This design comes from an exercise in tuning for small area and a short achievable clock period on the open sky130 flow, not from production work.

==> module r4_sel, before the edit <==
module r4_sel(sh, ch, di, qpos, two, one);
input wire [6:0] sh; input wire [6:0] ch; input wire [2:0] di; output wire qpos, two, one;
wire [6:0] e = sh + ch;
wire ge1 = ~e[6] & (e[5] | e[4] | e[3] | (e[2] & (~di[2] | e[1])));
wire ge0 = ~e[6] | (e[5] & e[4] & e[3] & (e[2] | (di[2] ? (e[1] | e[0]) : (e[1] & e[0]))));
reg ge2, gem1;
always @(*) begin
  case (di)
    3'd0: begin ge2 = ~e[6] & (e[5:0] >= 6'd12); gem1 = ~e[6] | (e[5:0] >= 6'd51); end
    3'd1: begin ge2 = ~e[6] & (e[5:0] >= 6'd14); gem1 = ~e[6] | (e[5:0] >= 6'd49); end
    3'd2: begin ge2 = ~e[6] & (e[5:0] >= 6'd15); gem1 = ~e[6] | (e[5:0] >= 6'd48); end
    3'd3: begin ge2 = ~e[6] & (e[5:0] >= 6'd16); gem1 = ~e[6] | (e[5:0] >= 6'd46); end
    3'd4: begin ge2 = ~e[6] & (e[5:0] >= 6'd18); gem1 = ~e[6] | (e[5:0] >= 6'd44); end
    3'd5: begin ge2 = ~e[6] & (e[5:0] >= 6'd20); gem1 = ~e[6] | (e[5:0] >= 6'd44); end
    3'd6: begin ge2 = ~e[6] & (e[5:0] >= 6'd20); gem1 = ~e[6] | (e[5:0] >= 6'd42); end
    3'd7: begin ge2 = ~e[6] & (e[5:0] >= 6'd24); gem1 = ~e[6] | (e[5:0] >= 6'd40); end
  endcase
end
assign qpos = ge1;
assign two = ge2 | ~gem1;
assign one = (ge1 & ~ge2) | (gem1 & ~ge0);
endmodule
==> flow/config.mk <==
export PLATFORM = sky130hd
export DESIGN_NAME = ks_vandana_fp_div
export DESIGN_NICKNAME = ks_vandana_fp_div
export VERILOG_FILES = /design/flow/design.v
export SDC_FILE = /design/flow/constraint.sdc
export NUM_CORES = 4
export LEC_CHECK = 0
export CAP_MARGIN = 20
export CORE_MARGIN = 2
export CORE_UTILIZATION = 40
export CTS_BUF_LIST = sky130_fd_sc_hd__clkbuf_8
export SLEW_MARGIN = 70
export SYNTH_HIERARCHICAL = 1
==> flow/constraint.sdc <==
create_clock -name core_clock -period 120.0 [get_ports {clk}]
set_input_delay 24.0000 -clock core_clock [delete_from_list [all_inputs] [get_ports {clk}]]
set_output_delay 24.0000 -clock core_clock [all_outputs]
set_load 0.01 [all_outputs]
standard.sh (not shown) runs the stock make flow with config.mk's settings and CLKGATE_MAP_FILE= SYNTH_SCRIPT=/design/flow/synth_recipe.tcl, a recipe that flattens the netlist after the stock synthesis.
==> flow/flow/run.sh <==
#!/bin/bash
# The standard layout (standard.sh), with the input and output ports
# buffered by the two-drive buffer cell instead of the flow's default one.
# The full output of the flow goes to flow.log in this folder.
export BUFFER_PORTS_ARGS="-buffer_cell sky130_fd_sc_hd__buf_2"
bash standard.sh > flow.log 2>&1
==> next run, changes <==
--- a/flow/design.v
+++ b/flow/design.v
@@ -393,7 +393,8 @@
 endmodule
 module r4_sel(sh, ch, di, qpos, two, one);
 input wire [6:0] sh; input wire [6:0] ch; input wire [2:0] di; output wire qpos, two, one;
-wire [6:0] e = sh + ch;
+wire [6:0] e;
+r4_est u_est (.a(sh), .b(ch), .e(e));
 wire ge1 = ~e[6] & (e[5] | e[4] | e[3] | (e[2] & (~di[2] | e[1])));
 wire ge0 = ~e[6] | (e[5] & e[4] & e[3] & (e[2] | (di[2] ? (e[1] | e[0]) : (e[1] & e[0]))));
 reg ge2, gem1;
@@ -422,6 +423,63 @@
 	assign s = a ^ b ^ ci;
 	assign co = (a & b) | (a & ci) | (b & ci);
 endmodule
+module r4_est(a, b, e);
+	input wire [6:0] a;
+	input wire [6:0] b;
+	output wire [6:0] e;
+	wire [6:0] g, p;
+	genvar k;
+	generate
+		for (k = 0; k < 7; k = k + 1) begin : pg
+			r4_ha u_ha (.a(a[k]), .b(b[k]), .s(p[k]), .co(g[k]));
+		end
+	endgenerate
+	wire c1 = g[0];
+	wire c2, c3, c4, c5, c6, g32, p32, g54, p54;
+	r4_ao21 u_c2 (.a(p[1]), .b(g[0]), .c(g[1]), .y(c2));
+	r4_ao21 u_g32 (.a(p[3]), .b(g[2]), .c(g[3]), .y(g32));
+	r4_and2 u_p32 (.a(p[3]), .b(p[2]), .y(p32));
+	r4_ao21 u_g54 (.a(p[5]), .b(g[4]), .c(g[5]), .y(g54));
+	r4_and2 u_p54 (.a(p[5]), .b(p[4]), .y(p54));
+	r4_ao21 u_c3 (.a(p[2]), .b(c2), .c(g[2]), .y(c3));
+	r4_ao21 u_c4 (.a(p32), .b(c2), .c(g32), .y(c4));
+	r4_ao21 u_c5 (.a(p[4]), .b(c4), .c(g[4]), .y(c5));
+	r4_ao21 u_c6 (.a(p54), .b(c4), .c(g54), .y(c6));
+	assign e[0] = p[0];
+	r4_xor2 u_e1 (.a(p[1]), .b(c1), .y(e[1]));
+	r4_xor2 u_e2 (.a(p[2]), .b(c2), .y(e[2]));
+	r4_xor2 u_e3 (.a(p[3]), .b(c3), .y(e[3]));
+	r4_xor2 u_e4 (.a(p[4]), .b(c4), .y(e[4]));
+	r4_xor2 u_e5 (.a(p[5]), .b(c5), .y(e[5]));
+	r4_xor2 u_e6 (.a(p[6]), .b(c6), .y(e[6]));
+endmodule
+module r4_ha(a, b, s, co);
+	input wire a;
+	input wire b;
+	output wire s;
+	output wire co;
+	assign s = a ^ b;
+	assign co = a & b;
+endmodule
+module r4_ao21(a, b, c, y);
+	input wire a;
+	input wire b;
+	input wire c;
+	output wire y;
+	assign y = (a & b) | c;
+endmodule
+module r4_and2(a, b, y);
+	input wire a;
+	input wire b;
+	output wire y;
+	assign y = a & b;
+endmodule
+module r4_xor2(a, b, y);
+	input wire a;
+	input wire b;
+	output wire y;
+	assign y = a ^ b;
+endmodule
 module r4_buf(a, y);
 	input wire a;
 	output wire y;
Effect: The new run completed with no timing, DRC or antenna violations. Die area is about the same. Global-route usage shrinks by 1.1 points. Register-to-register slack gets worse by 1.2 ns. Routed wire length shrinks by 6.1%. Sequential cell count does not change. Setup slack got worse by 1.2 ns.
Function was not checked in any run of this note: the RTL went through the layout flow alone.

The RTL this note starts from:
==> flow/design.v <==
module ks_vandana_fp_div(
	a1,
	b1,
	c,
	clk
);
	input wire [31:0] a1;
	input wire [31:0] b1;
	input wire clk;
	output wire [31:0] c;
	localparam integer K1 = 3;
	wire        sc0 = a1[31] ^ b1[31];
	wire [7:0]  e0  = (a1[30:23] - b1[30:23]) + 8'd127;
	wire        q1  = a1[22] | ~b1[22];
	wire [26:0] ys [2:13];
	wire [26:0] yc [2:13];
	wire [23:0] mbv [1:13];
	wire [2:0]  dig [2:13];    
	wire [24:0] vs, vc;        
	assign mbv[1] = {1'b1, b1[22:0]};
	assign ys[2] = {2'b00, 1'b1, a1[22:0], q1};
	assign yc[2] = q1 ? ~{1'b0, 1'b1, b1[22:0], 2'b00} : 27'd0;
	reg        sc1, sc2;
	reg [7:0]  e1, e2;
	reg [22:0] mb1;
	reg [26:0] ys1, yc1;
	reg [24:0] vs2, vc2;
	reg        q1_1, q1_2;
	reg [3*K1-1:3] dg1;         
	reg [35:0] dg2;             
	genvar j;
	generate
		for (j = 2; j <= 13; j = j + 1) begin : step
			wire [26:0] s_in, c_in;
			wire [23:0] mb;
			if (j == K1 + 1) begin : from1
				assign s_in = ys1;
				assign c_in = yc1;
				assign mb = {1'b1, mb1};
			end else begin : direct
				assign s_in = ys[j];
				assign c_in = yc[j];
				assign mb = mbv[j-1];
			end
			assign mbv[j] = mb;
			wire qpos, two, one;
			r4_sel u_sel (.sh(s_in[26:20]), .ch(c_in[26:20]), .di(mb[22:20]),
				.qpos(qpos), .two(two), .one(one));
			wire [2:0] q = {qpos, two, one};
			wire [24:0] so, co;
			wire [24:0] mbl = {1'b0, mb};
			wire [24:0] mbh = {mb, 1'b0};
			genvar i;
			for (i = 0; i < 25; i = i + 1) begin : bt
				wire m = ((one & mbl[i]) | (two & mbh[i])) ^ qpos;
				r4_fa u_fa (.a(s_in[i]), .b(c_in[i]), .ci(m), .s(so[i]), .co(co[i]));
			end
			wire [24:0] wc = {co[23:0], qpos};
			assign dig[j] = q;
			if (j < 13) begin : nxt
				assign ys[j+1] = {so, 2'b00};
				assign yc[j+1] = {wc, 2'b00};
			end else begin : last
				assign vs = so;
				assign vc = wc;
			end
		end
	endgenerate
	wire [3*12-1:0] dall;
	generate
		for (j = 2; j <= 13; j = j + 1) begin : gath
			assign dall[3*(13-j)+2:3*(13-j)] = dig[j];
		end
	endgenerate
	always @(posedge clk) begin
		sc1 <= sc0;
		e1 <= e0;
		mb1 <= b1[22:0];
		q1_1 <= q1;
		ys1 <= ys[K1+1];
		yc1 <= yc[K1+1];
		dg1 <= dall[35:36-3*(K1-1)];
		sc2 <= sc1;
		e2 <= e1;
		q1_2 <= q1_1;
		vs2 <= vs;
		vc2 <= vc;
		dg2 <= {dg1, dall[35-3*(K1-1):0]};
	end
	wire [35:0] dq = dg2;
	wire [24:0] qp, qn;
	assign qp[24] = q1_2;
	assign qn[24] = 1'b0;
	generate
		for (j = 2; j <= 13; j = j + 1) begin : conv
			wire [2:0] d = dq[3*(13-j)+2:3*(13-j)];
			assign qp[2*(13-j)+1:2*(13-j)] = d[2] ? d[1:0] : 2'b00;
			assign qn[2*(13-j)+1:2*(13-j)] = d[2] ? 2'b00 : d[1:0];
		end
	endgenerate
	wire [24:0] v = vs2 + vc2;
	wire [24:0] f = qp - qn - {24'd0, v[24]};
	wire [22:0] frac = f[23] ? f[22:0] : {f[21:0], 1'b0};
	wire [7:0]  ex = f[23] ? e2 : e2 - 8'd1;
	assign c = {sc2, ex, frac};
endmodule
module r4_sel(sh, ch, di, qpos, two, one);
input wire [6:0] sh; input wire [6:0] ch; input wire [2:0] di; output wire qpos, two, one;
wire [6:0] e = sh + ch;
wire ge1 = ~e[6] & (e[5] | e[4] | e[3] | (e[2] & (~di[2] | e[1])));
wire ge0 = ~e[6] | (e[5] & e[4] & e[3] & (e[2] | (di[2] ? (e[1] | e[0]) : (e[1] & e[0]))));
reg ge2, gem1;
always @(*) begin
  case (di)
    3'd0: begin ge2 = ~e[6] & (e[5:0] >= 6'd12); gem1 = ~e[6] | (e[5:0] >= 6'd51); end
    3'd1: begin ge2 = ~e[6] & (e[5:0] >= 6'd14); gem1 = ~e[6] | (e[5:0] >= 6'd49); end
    3'd2: begin ge2 = ~e[6] & (e[5:0] >= 6'd15); gem1 = ~e[6] | (e[5:0] >= 6'd48); end
    3'd3: begin ge2 = ~e[6] & (e[5:0] >= 6'd16); gem1 = ~e[6] | (e[5:0] >= 6'd46); end
    3'd4: begin ge2 = ~e[6] & (e[5:0] >= 6'd18); gem1 = ~e[6] | (e[5:0] >= 6'd44); end
    3'd5: begin ge2 = ~e[6] & (e[5:0] >= 6'd20); gem1 = ~e[6] | (e[5:0] >= 6'd44); end
    3'd6: begin ge2 = ~e[6] & (e[5:0] >= 6'd20); gem1 = ~e[6] | (e[5:0] >= 6'd42); end
    3'd7: begin ge2 = ~e[6] & (e[5:0] >= 6'd24); gem1 = ~e[6] | (e[5:0] >= 6'd40); end
  endcase
end
assign qpos = ge1;
assign two = ge2 | ~gem1;
assign one = (ge1 & ~ge2) | (gem1 & ~ge0);
endmodule
module r4_fa(a, b, ci, s, co);
	input wire a;
	input wire b;
	input wire ci;
	output wire s;
	output wire co;
	assign s = a ^ b ^ ci;
	assign co = (a & b) | (a & ci) | (b & ci);
endmodule
==> flow/config.mk <==
export PLATFORM = sky130hd
export DESIGN_NAME = ks_vandana_fp_div
export DESIGN_NICKNAME = ks_vandana_fp_div
export VERILOG_FILES = /design/flow/design.v
export SDC_FILE = /design/flow/constraint.sdc
export NUM_CORES = 4
export LEC_CHECK = 0
export CAP_MARGIN = 20
export CORE_MARGIN = 2
export CORE_UTILIZATION = 40
export SLEW_MARGIN = 20
export SYNTH_HIERARCHICAL = 1
==> flow/constraint.sdc <==
create_clock -name core_clock -period 120.0 [get_ports {clk}]
set_input_delay 24.0000 -clock core_clock [delete_from_list [all_inputs] [get_ports {clk}]]
set_output_delay 24.0000 -clock core_clock [all_outputs]
set_load 0.01 [all_outputs]
run.sh (not shown) runs the stock make flow with config.mk's settings and CLKGATE_MAP_FILE= SYNTH_SCRIPT=/design/flow/synth_recipe.tcl, a recipe that flattens the netlist after the stock synthesis.
Stock flow here: none of the scripts above is used.
Rerun with:
--- a/flow/design.v
+++ b/flow/design.v
@@ -48,15 +48,22 @@
 				.qpos(qpos), .two(two), .one(one));
 			wire [2:0] q = {qpos, two, one};
 			wire [24:0] so, co;
 			wire [24:0] mbl = {1'b0, mb};
 			wire [24:0] mbh = {mb, 1'b0};
 			genvar i;
-			for (i = 0; i < 25; i = i + 1) begin : bt
+			for (i = (j == 2) ? 0 : 2; i < 25; i = i + 1) begin : bt
 				wire m = ((one & mbl[i]) | (two & mbh[i])) ^ qpos;
 				r4_fa u_fa (.a(s_in[i]), .b(c_in[i]), .ci(m), .s(so[i]), .co(co[i]));
+			end
+			if (j > 2) begin : blo
+				for (i = 0; i < 2; i = i + 1) begin : bl
+					wire m = ((one & mbl[i]) | (two & mbh[i])) ^ qpos;
+					assign so[i] = m;
+					assign co[i] = 1'b0;
+				end
 			end
 			wire [24:0] wc = {co[23:0], qpos};
 			assign dig[j] = q;
 			if (j < 13) begin : nxt
 				assign ys[j+1] = {so, 2'b00};
 				assign yc[j+1] = {wc, 2'b00};
@@ -108,22 +115,23 @@
 input wire [6:0] sh; input wire [6:0] ch; input wire [2:0] di; output wire qpos, two, one;
 wire [6:0] e = sh + ch;
 wire ge1 = ~e[6] & (e[5] | e[4] | e[3] | (e[2] & (~di[2] | e[1])));
 wire ge0 = ~e[6] | (e[5] & e[4] & e[3] & (e[2] | (di[2] ? (e[1] | e[0]) : (e[1] & e[0]))));
 reg ge2, gem1;
 always @(*) begin
-  case (di)
-    3'd0: begin ge2 = ~e[6] & (e[5:0] >= 6'd12); gem1 = ~e[6] | (e[5:0] >= 6'd51); end
-    3'd1: begin ge2 = ~e[6] & (e[5:0] >= 6'd14); gem1 = ~e[6] | (e[5:0] >= 6'd49); end
-    3'd2: begin ge2 = ~e[6] & (e[5:0] >= 6'd15); gem1 = ~e[6] | (e[5:0] >= 6'd48); end
-    3'd3: begin ge2 = ~e[6] & (e[5:0] >= 6'd16); gem1 = ~e[6] | (e[5:0] >= 6'd46); end
-    3'd4: begin ge2 = ~e[6] & (e[5:0] >= 6'd18); gem1 = ~e[6] | (e[5:0] >= 6'd44); end
-    3'd5: begin ge2 = ~e[6] & (e[5:0] >= 6'd20); gem1 = ~e[6] | (e[5:0] >= 6'd44); end
-    3'd6: begin ge2 = ~e[6] & (e[5:0] >= 6'd20); gem1 = ~e[6] | (e[5:0] >= 6'd42); end
-    3'd7: begin ge2 = ~e[6] & (e[5:0] >= 6'd24); gem1 = ~e[6] | (e[5:0] >= 6'd40); end
-  endcase
+  if (di[2]) begin
+    if (di[1]) begin ge2 = ~e[6] & (e[5:0] >= 6'd22); gem1 = ~e[6] | (e[5:0] >= 6'd41); end
+    else begin ge2 = ~e[6] & (e[5:0] >= 6'd19); gem1 = ~e[6] | (e[5:0] >= 6'd44); end
+  end else begin
+    case (di[1:0])
+      2'd0: begin ge2 = ~e[6] & (e[5:0] >= 6'd12); gem1 = ~e[6] | (e[5:0] >= 6'd51); end
+      2'd1: begin ge2 = ~e[6] & (e[5:0] >= 6'd14); gem1 = ~e[6] | (e[5:0] >= 6'd49); end
+      2'd2: begin ge2 = ~e[6] & (e[5:0] >= 6'd15); gem1 = ~e[6] | (e[5:0] >= 6'd48); end
+      default: begin ge2 = ~e[6] & (e[5:0] >= 6'd16); gem1 = ~e[6] | (e[5:0] >= 6'd46); end
+    endcase
+  end
 end
 assign qpos = ge1;
 assign two = ge2 | ~gem1;
 assign one = (ge1 & ~ge2) | (gem1 & ~ge0);
 endmodule
 module r4_fa(a, b, ci, s, co);
What happened: The changed run went through all stages and came out clean; critical path depth is higher by 12; first-iteration DRC count is lower by 24%; clock-buffer cell count is lower by 3; final cell count is lower by 1.3%; wire length is lower by 1.8%.
No run of this note included a check of the RTL's function; only the layout flow was run.

-- what the ideal ports hide --
Ports are ideal in the flow. The routed layouts listed here were re-timed in OpenROAD.
Step 1 (the two cells are an assumption about what drives the block):
set clk [get_ports {clk}]
set_driving_cell -lib_cell sky130_fd_sc_hd__clkbuf_16 $clk
set_driving_cell -lib_cell sky130_fd_sc_hd__buf_2 [delete_from_list [all_inputs] $clk]
Step 2 also shifts input and output timing later by t, the mid clock arrival at the registers, as if the neighbouring blocks saw the same clock.
a / b / c = ideal / step 1 / step 2; a / b = the first two.
run | t (ns) | slack for setup (ns) | worst hold slack (ns) | slew at the worst register clock pin (ns)
the first run of note 1 | 0.562 | 87.485 / 87.485 / 87.485 | 0.330 / 0.330 / 0.330 | 0.12 / 0.12
the second run of note 1 | 0.561 | 86.283 / 86.283 / 86.283 | 0.336 / 0.336 / 0.336 | 0.12 / 0.12
the first run of note 2 | 0.494 | 86.720 / 86.720 / 86.720 | 0.326 / 0.326 / 0.326 | 0.07 / 0.07
the second run of note 2 | 0.510 | 81.997 / 81.997 / 81.997 | 0.324 / 0.324 / 0.324 | 0.08 / 0.08
After both steps every run listed still meets setup and hold.
